This is an optimization exercise on Yosys and OpenROAD, whose aim is small area, a short achievable clock period and few clock cycles per item, not a production implementation.
RTL that was checked went through simulation tests only; none was proved equivalent to the original.
Power is estimated from default activity; no workload was simulated.

==> inputs of v25 <==
==> flow/design.v (excerpt) <==
module mul_unit
(
    input  logic                  clk,
    input  logic                  rst,
    input  logic                  start,
    input  logic [1:0]            mul_type,
    input  logic [31:0]           a,
    input  logic [31:0]           b,
    input  logic [4:0]            arch_reg,
    input  logic [5:0]   phys_reg,
    input  logic [2:0]  rob,
    input  logic                  cdb_mul_ack,
    input  logic                  branch,
    output logic                  cdb_valid,
    output logic [2:0]  cdb_rob,
    output logic [4:0]            cdb_arch_reg,
    output logic [5:0]   cdb_phys_reg,
    output logic [31:0]           cdb_data,
    output logic [31:0]           cdb_ps1_rdata,
    output logic [31:0]           cdb_ps2_rdata,
    output logic                  done
);
    logic [249:0] cdb;
    shift_add_multiplier #(.OPERAND_WIDTH(32)) u_mul (
        .clk            (clk),
        .rst            (rst),
        .start          (start),
        .mul_type       (mul_type),
        .a              (a),
        .b              (b),
        .arch_reg       (arch_reg),
        .phys_reg       (phys_reg),
        .rob            (rob),
        .cdb_mul_ack    (cdb_mul_ack),
        .branch         (branch),
        .mul_cdb_output (cdb),
        .done           (done)
    );
    assign cdb_valid     = cdb[249];
    assign cdb_rob       = cdb[248:246];
    assign cdb_arch_reg  = cdb[245:241];
    assign cdb_phys_reg  = cdb[240:235];
    assign cdb_data      = cdb[234:203];
    assign cdb_ps1_rdata = cdb[202:171];
    assign cdb_ps2_rdata = cdb[170:139];
endmodule
Settings: LEC_CHECK=0, CAP_MARGIN=20, CORE_MARGIN=2, CORE_UTILIZATION=40, SETUP_SLACK_MARGIN=1.2, SLEW_MARGIN=20, SYNTH_HIERARCHICAL=1, SYNTH_MINIMUM_KEEP_SIZE=0; clock period 5.0 ns.
standard.sh (not shown) runs the stock make flow with config.mk's settings and CLKGATE_MAP_FILE= SYNTH_SCRIPT=/design/flow/synth_recipe.tcl, a recipe that flattens the netlist after the stock synthesis.
==> flow/flow/run.sh <==
#!/bin/bash
# The standard ORFS layout (standard.sh) with two changes:
#  - the port buffers are sky130_fd_sc_hd__buf_2 instead of the cell
#    buffer_ports picks by itself (a slow delay cell);
#  - after the standard synthesis every combinational cell is set to its
#    drive-1 variant; floorplan/placement repair sizes up what timing needs.
set -euo pipefail
export BUFFER_PORTS_ARGS="-buffer_cell sky130_fd_sc_hd__buf_2"
RES=orfs/results/${FLOW_PLATFORM}/mul_unit/base
bash standard.sh synth > synth.log 2>&1
DS_ODB=$RES/1_synth.odb openroad -no_init -exit flow/downsize.tcl > downsize.log 2>&1
touch $RES/1_synth.sdc
bash standard.sh > standard.log 2>&1
==> flow/flow/downsize.tcl <==
# Set every combinational cell of the synthesized netlist to its drive-1
# variant; the resizer's repair steps size up what timing needs.
set odb_file $::env(DS_ODB)
read_db $odb_file
set db [ord::get_db]
set n 0
foreach inst [[ord::get_db_block] getInsts] {
  set m [[$inst getMaster] getName]
  if {[regexp {^(sky130_fd_sc_hd__[a-z0-9]+)_([0-9]+)$} $m -> base drive]} {
    if {$drive <= 1} continue
    if {[regexp {df|dl|sdf|edf|clk|conb|buf} $base]} continue
    set new [$db findMaster ${base}_1]
    if {$new == "NULL" || $new == ""} continue
    $inst swapMaster $new
    incr n
  }
}
puts "downsized $n cells"
write_db $odb_file
==> v39: changes against v25 <==
--- a/flow/design.v
+++ b/flow/design.v
@@ -266,12 +266,13 @@
     output logic done
 );
     logic busy;       
     logic rdy;        
     logic zero_q;     
     logic [31:0] a_q, b_q;
+    logic [15:0] bodd_q;
     logic [rv32i_types::ROB_WIDTH-1:0] rob_q;
     logic [4:0] arch_q;
     logic [rv32i_types::PR_WIDTH-1:0] phys_q;
     logic deliver;
     assign deliver = rdy & cdb_mul_ack;
     always_ff @(posedge clk) begin
@@ -283,13 +284,13 @@
             rdy  <= busy & ~deliver;
         end
     end
     always_ff @(posedge clk) begin
         if (!busy) begin
             a_q    <= a[31:0];
-            b_q    <= b[31:0];
+            for (int i = 0; i < 16; i++) bodd_q[i] <= b[2*i+1];
             rob_q  <= rob;
             arch_q <= arch_reg;
             phys_q <= phys_reg;
             zero_q <= (mul_type == 2'b01);
         end
     end
@@ -301,12 +302,18 @@
             for (int i = 0; i < 16; i++) begin
                 bo_q[i] <= bx[2*i+1] ^ bx[2*i];
                 bt_q[i] <= (bx[2*i+2] & ~bx[2*i+1] & ~bx[2*i]) | (~bx[2*i+2] & bx[2*i+1] & bx[2*i]);
             end
         end
     end
+    always_comb begin
+        for (int i = 0; i < 16; i++) begin
+            b_q[2*i+1] = bodd_q[i];
+            b_q[2*i]   = bo_q[i] ^ ((i == 0) ? 1'b0 : bodd_q[i-1]);
+        end
+    end
     logic pp0;
     logic pp3;
     logic pp6;
     logic pp9;
     logic pp12;
     logic pp15;
==> flow/flow/run.sh (replaced) <==
#!/bin/bash
# The standard ORFS layout (standard.sh) with two changes:
#  - the port buffers are sky130_fd_sc_hd__buf_1 instead of the cell
#    buffer_ports picks by itself (a slow delay cell);
#  - after the standard synthesis every combinational cell is set to its
#    drive-1 variant; floorplan/placement repair sizes up what timing needs.
set -euo pipefail
export BUFFER_PORTS_ARGS="-buffer_cell sky130_fd_sc_hd__buf_1"
RES=orfs/results/${FLOW_PLATFORM}/mul_unit/base
bash standard.sh synth > synth.log 2>&1
DS_ODB=$RES/1_synth.odb openroad -no_init -exit flow/downsize.tcl > downsize.log 2>&1
touch $RES/1_synth.sdc
bash standard.sh > standard.log 2>&1
==> flow/config.mk (replaced) <==
export PLATFORM = sky130hd
export DESIGN_NAME = mul_unit
export DESIGN_NICKNAME = mul_unit
export VERILOG_FILES = /design/flow/design.v
export SDC_FILE = /design/flow/constraint.sdc
export NUM_CORES = 4
export LEC_CHECK = 0
export CAP_MARGIN = 20
export CORE_MARGIN = 2
export CORE_UTILIZATION = 60
export SETUP_SLACK_MARGIN = 0.65
export SLEW_MARGIN = 20
export SYNTH_HIERARCHICAL = 1
export SYNTH_MINIMUM_KEEP_SIZE = 0
==> reports/results.ini <==
[status]
status = finished clean

[power_and_ir_drop]
p_int_mw = 6.90
p_switching_mw = 5.99

[cells_and_area]
multi_input_area_share_pct = 63.2
n_clock_buffer = 18

[route]
wl_per_cell_um = 24.7
drt_iter0_drc = 1606

[synth]
netlist_area_mm2 = 0.0161

[cts]
cts_setup_buffers = 4

[place]
placed_cell_area_mm2 = 0.0178

[timing]
fmax_ghz = 0.233

-- figures above: v39

==> reports/results.ini <==
[place]
placed_cell_area_mm2 = 0.0187

[cts]
cts_setup_buffers = 161

[cells_and_area]
seq_area_mm2 = 0.00463
multi_input_area_share_pct = 58.2

[synth]
netlist_area_mm2 = 0.0164

[power_and_ir_drop]
p_int_mw = 7.99
p_switching_mw = 6.58

[route]
wl_per_cell_um = 23.8
drt_iter0_drc = 1222

[global_routing]
grt_pass1_wl_um = 85500
grt_use_total_pct = 27.0

[status]
status = finished clean

[worst_hold_path]
hp-class = flop to flop

[timing]
fmax_ghz = 0.248

-- figures above: v25

Testbench counts of v39, summed over its fixed seeds: cycles 7,208, ops 2,400.
No functional check of the RTL was part of v25.


==> branch tundra: inputs <==
Another version of the RTL of mul_unit (not shown whole).
Settings: LEC_CHECK=0, CAP_MARGIN=20, CORE_MARGIN=2, CORE_UTILIZATION=60, SETUP_SLACK_MARGIN=0.65, SLEW_MARGIN=20, SYNTH_HIERARCHICAL=1, SYNTH_MINIMUM_KEEP_SIZE=0; clock period 5.0 ns.
==> flow/flow/run.sh <==
#!/bin/bash
# The standard ORFS layout (standard.sh) with two changes:
#  - the port buffers are sky130_fd_sc_hd__buf_1 instead of the cell
#    buffer_ports picks by itself (a slow delay cell);
#  - after the standard synthesis every combinational cell is set to its
#    drive-1 variant; floorplan/placement repair sizes up what timing needs.
set -euo pipefail
export BUFFER_PORTS_ARGS="-buffer_cell sky130_fd_sc_hd__buf_1"
RES=orfs/results/${FLOW_PLATFORM}/mul_unit/base
bash standard.sh synth > synth.log 2>&1
DS_ODB=$RES/1_synth.odb openroad -no_init -exit flow/downsize.tcl > downsize.log 2>&1
touch $RES/1_synth.sdc
bash standard.sh > standard.log 2>&1
Scripts as last shown in full above: flow/flow/downsize.tcl
==> branch raven (differences from branch tundra) <==
--- a/flow/config.mk
+++ b/flow/config.mk
@@ -8,7 +8,7 @@
 export CAP_MARGIN = 20
 export CORE_MARGIN = 2
 export CORE_UTILIZATION = 60
-export SETUP_SLACK_MARGIN = 0.65
+export SETUP_SLACK_MARGIN = 0.9
 export SLEW_MARGIN = 20
 export SYNTH_HIERARCHICAL = 1
 export SYNTH_MINIMUM_KEEP_SIZE = 0
==> summary.md <==
| Metric | Value |
|---|---|
| Routed wl met3 | `4424 um` |
| Cell Chain, Critical Path | `a22oi_1 > xnor2_1 > fa_1 > fa_1 > fa_1 > fa_2 > fa_1 > fa_2 > fa_1` |
| Register share of total power | `17.7%` |
| M3 GR Usage | `7.296%` |
| Largest net degree at the start of global routing | `79` |
| Status | `finished clean` |
| Antenna fix cells | `1` |
That was branch tundra.
==> summary.md <==
| Metric | Value |
|---|---|
| Status | `finished clean` |
| Routed wl met3 | `4022 um` |
| Comb pwr share | `71.4%` |
| Number of max-cap violations | `0` |
| M3 GR Usage | `5.680%` |
| Largest net degree at the start of global routing | `82` |
| Crit path capture | `u_mul.cs1_q[28]$_DFF_P_` |
| Antenna fix cells | `0` |
That was branch raven.
Testbench counts of branch tundra, summed over its fixed seeds: cycles 7,208, ops 2,400.
Testbench counts of branch raven, summed over its fixed seeds: cycles 7,208, ops 2,400.


==> job 6281 <==
mul_unit with an RTL version that a note above also has.
==> flow/design.v (excerpt) <==
module mul_unit
(
    input  logic                  clk,
    input  logic                  rst,
    input  logic                  start,
    input  logic [1:0]            mul_type,
    input  logic [31:0]           a,
    input  logic [31:0]           b,
    input  logic [4:0]            arch_reg,
    input  logic [5:0]   phys_reg,
    input  logic [2:0]  rob,
    input  logic                  cdb_mul_ack,
    input  logic                  branch,
    output logic                  cdb_valid,
    output logic [2:0]  cdb_rob,
    output logic [4:0]            cdb_arch_reg,
    output logic [5:0]   cdb_phys_reg,
    output logic [31:0]           cdb_data,
    output logic [31:0]           cdb_ps1_rdata,
    output logic [31:0]           cdb_ps2_rdata,
    output logic                  done
);
Settings: LEC_CHECK=0, CAP_MARGIN=20, CORE_MARGIN=2, CORE_UTILIZATION=40, SETUP_SLACK_MARGIN=0.5, SLEW_MARGIN=20, SYNTH_HIERARCHICAL=1, SYNTH_MINIMUM_KEEP_SIZE=0; clock period 5.0 ns.
==> flow/flow/run.sh <==
#!/bin/bash
# The standard ORFS layout (standard.sh) with two changes:
#  - the port buffers are sky130_fd_sc_hd__buf_2 instead of the cell
#    buffer_ports picks by itself (a slow delay cell);
#  - after the standard synthesis every combinational cell is set to its
#    drive-1 variant; floorplan/placement repair sizes up what timing needs.
set -euo pipefail
export BUFFER_PORTS_ARGS="-buffer_cell sky130_fd_sc_hd__buf_2"
RES=orfs/results/${FLOW_PLATFORM}/mul_unit/base
bash standard.sh synth > synth.log 2>&1
DS_ODB=$RES/1_synth.odb openroad -no_init -exit flow/downsize.tcl > downsize.log 2>&1
touch $RES/1_synth.sdc
bash standard.sh > standard.log 2>&1
Scripts as last shown in full above: flow/flow/downsize.tcl
==> job 9902: changes against job 6281 <==
--- a/flow/design.v
+++ b/flow/design.v
@@ -264,17 +264,16 @@
     input logic branch,
     output rv32i_types::cdb_t mul_cdb_output,
     output logic done
 );
     logic busy;       
     logic rdy;        
     logic zero_q;     
     logic [31:0] a_q, b_q;
-    logic [15:0] bodd_q;
     logic [rv32i_types::ROB_WIDTH-1:0] rob_q;
     logic [4:0] arch_q;
     logic [rv32i_types::PR_WIDTH-1:0] phys_q;
     logic deliver;
     assign deliver = rdy & cdb_mul_ack;
     always_ff @(posedge clk) begin
         if (rst || branch) begin
             busy <= 1'b0;
@@ -282,17 +281,17 @@
         end else begin
             busy <= busy ? ~deliver : start;
             rdy  <= busy & ~deliver;
         end
     end
     always_ff @(posedge clk) begin
         if (!busy) begin
             a_q    <= a[31:0];
-            for (int i = 0; i < 16; i++) bodd_q[i] <= b[2*i+1];
+            b_q    <= b[31:0];
             rob_q  <= rob;
             arch_q <= arch_reg;
             phys_q <= phys_reg;
             zero_q <= (mul_type == 2'b01);
         end
     end
     logic [15:0] bo_q, bt_q;
     logic [32:0] bx;
@@ -300,22 +299,16 @@
     always_ff @(posedge clk) begin
         if (!busy) begin
             for (int i = 0; i < 16; i++) begin
                 bo_q[i] <= bx[2*i+1] ^ bx[2*i];
                 bt_q[i] <= (bx[2*i+2] & ~bx[2*i+1] & ~bx[2*i]) | (~bx[2*i+2] & bx[2*i+1] & bx[2*i]);
             end
         end
     end
-    always_comb begin
-        for (int i = 0; i < 16; i++) begin
-            b_q[2*i+1] = bodd_q[i];
-            b_q[2*i]   = bo_q[i] ^ ((i == 0) ? 1'b0 : bodd_q[i-1]);
-        end
-    end
     logic pp0;
     logic pp3;
     logic pp6;
     logic pp9;
     logic pp12;
     logic pp15;
     logic pp18;
     logic pp21;
==> flow/config.mk (replaced) <==
export PLATFORM = sky130hd
export DESIGN_NAME = mul_unit
export DESIGN_NICKNAME = mul_unit
export VERILOG_FILES = /design/flow/design.v
export SDC_FILE = /design/flow/constraint.sdc
export NUM_CORES = 4
export LEC_CHECK = 0
export CAP_MARGIN = 20
export CORE_MARGIN = 2
export CORE_UTILIZATION = 40
export SETUP_SLACK_MARGIN = 0.8
export SLEW_MARGIN = 20
export SYNTH_HIERARCHICAL = 1
export SYNTH_MINIMUM_KEEP_SIZE = 0
==> job 2562: changes against job 6281 <==
==> flow/flow/run.sh (replaced) <==
#!/bin/bash
# The standard ORFS layout (standard.sh) with two changes:
#  - the port buffers are sky130_fd_sc_hd__buf_1 instead of the cell
#    buffer_ports picks by itself (a slow delay cell);
#  - after the standard synthesis every combinational cell is set to its
#    drive-1 variant; floorplan/placement repair sizes up what timing needs.
set -euo pipefail
export BUFFER_PORTS_ARGS="-buffer_cell sky130_fd_sc_hd__buf_1"
RES=orfs/results/${FLOW_PLATFORM}/mul_unit/base
bash standard.sh synth > synth.log 2>&1
DS_ODB=$RES/1_synth.odb openroad -no_init -exit flow/downsize.tcl > downsize.log 2>&1
touch $RES/1_synth.sdc
bash standard.sh > standard.log 2>&1
==> flow/config.mk (replaced) <==
export PLATFORM = sky130hd
export DESIGN_NAME = mul_unit
export DESIGN_NICKNAME = mul_unit
export VERILOG_FILES = /design/flow/design.v
export SDC_FILE = /design/flow/constraint.sdc
export NUM_CORES = 4
export LEC_CHECK = 0
export CAP_MARGIN = 20
export CORE_MARGIN = 2
export CORE_UTILIZATION = 60
export PLACE_DENSITY = 0.75
export SETUP_SLACK_MARGIN = 0.8
export SLEW_MARGIN = 20
export SYNTH_HIERARCHICAL = 1
export SYNTH_MINIMUM_KEEP_SIZE = 0
==> job 3548: changes against job 6281 <==
==> flow/flow/run.sh (replaced) <==
#!/bin/bash
# The standard ORFS layout (standard.sh) with two changes:
#  - the port buffers are sky130_fd_sc_hd__buf_1 instead of the cell
#    buffer_ports picks by itself (a slow delay cell);
#  - after the standard synthesis every combinational cell is set to its
#    drive-1 variant; floorplan/placement repair sizes up what timing needs.
set -euo pipefail
export BUFFER_PORTS_ARGS="-buffer_cell sky130_fd_sc_hd__buf_1"
RES=orfs/results/${FLOW_PLATFORM}/mul_unit/base
bash standard.sh synth > synth.log 2>&1
DS_ODB=$RES/1_synth.odb openroad -no_init -exit flow/downsize.tcl > downsize.log 2>&1
touch $RES/1_synth.sdc
bash standard.sh > standard.log 2>&1
==> flow/config.mk (replaced) <==
export PLATFORM = sky130hd
export DESIGN_NAME = mul_unit
export DESIGN_NICKNAME = mul_unit
export VERILOG_FILES = /design/flow/design.v
export SDC_FILE = /design/flow/constraint.sdc
export NUM_CORES = 4
export LEC_CHECK = 0
export CAP_MARGIN = 20
export CORE_MARGIN = 2
export CORE_UTILIZATION = 70
export PLACE_DENSITY = 0.85
export SETUP_SLACK_MARGIN = 0.65
export SLEW_MARGIN = 20
export SYNTH_HIERARCHICAL = 1
export SYNTH_MINIMUM_KEEP_SIZE = 0
==> notes <==
Job 3548 finished clean. Job 2562 ran to the end with no violations. Job 6281 completed without violations. Job 9902 finished with timing, DRC and antenna clean.
In job 6281 the routed wire length is smaller than in job 2562, by 3.7%.
Synthesized area is the same in job 2562 and job 3548.
Of job 9902 and job 3548, job 3548 has the higher hold slack (gap 17 ps).
Sequential power, lowest first: job 2562, job 3548, job 6281, job 9902.
Synthesized cell count is the same in job 2562 and job 6281.
Worst setup slack: job 9902 > job 2562 > job 6281 > job 3548.
In job 9902 the global-route usage is lower than in job 6281, by 0.45 points.
Testbench counts of job 6281, summed over its fixed seeds: cycles 7,208, ops 2,400.
Testbench counts of job 2562, summed over its fixed seeds: cycles 7,208, ops 2,400.
Testbench counts of job 3548, summed over its fixed seeds: cycles 7,208, ops 2,400.
No functional check of the RTL was part of job 9902.

-- afterwards: timing with drivers on the ports --
The flow's constraints put no driver on any port. The routed layouts listed below were extracted and timed again, unchanged, in two steps. Step 1 assumes that a clkbuf_16 drives the clock port and a buf_2 every other input. Step 2, shift: input delay + t, output delay - t, t = (earliest + latest rising clock arrival at the registers) / 2. This alone moves slack from input paths to output paths. Slacks: ideal ports / drivers / drivers and shift; pairs: ideal ports / drivers.
run	shift t [ns]	setup slack, ns	hold WS [ns]	clock arrival spread, ns
v25	0.524	0.969 / 0.969 / 0.969	0.563 / 0.563 / 0.563	0.026 / 0.025
v39	0.484	0.701 / 0.701 / 0.701	0.551 / 0.551 / 0.551	0.022 / 0.022
branch tundra	0.494	0.777 / 0.777 / 0.777	0.579 / 0.579 / 0.579	0.016 / 0.016
branch raven	0.494	0.924 / 0.924 / 0.924	0.571 / 0.571 / 0.571	0.021 / 0.021
job 6281	0.508	0.608 / 0.608 / 0.608	0.585 / 0.585 / 0.585	0.014 / 0.014
job 9902	0.512	0.893 / 0.876 / 0.893	0.564 / 0.564 / 0.564	0.013 / 0.012
job 2562	0.485	0.843 / 0.817 / 0.843	0.602 / 0.602 / 0.602	0.026 / 0.027
job 3548	0.488	0.357 / 0.357 / 0.357	0.582 / 0.582 / 0.582	0.020 / 0.020
After both steps setup and hold are still met in every run listed.
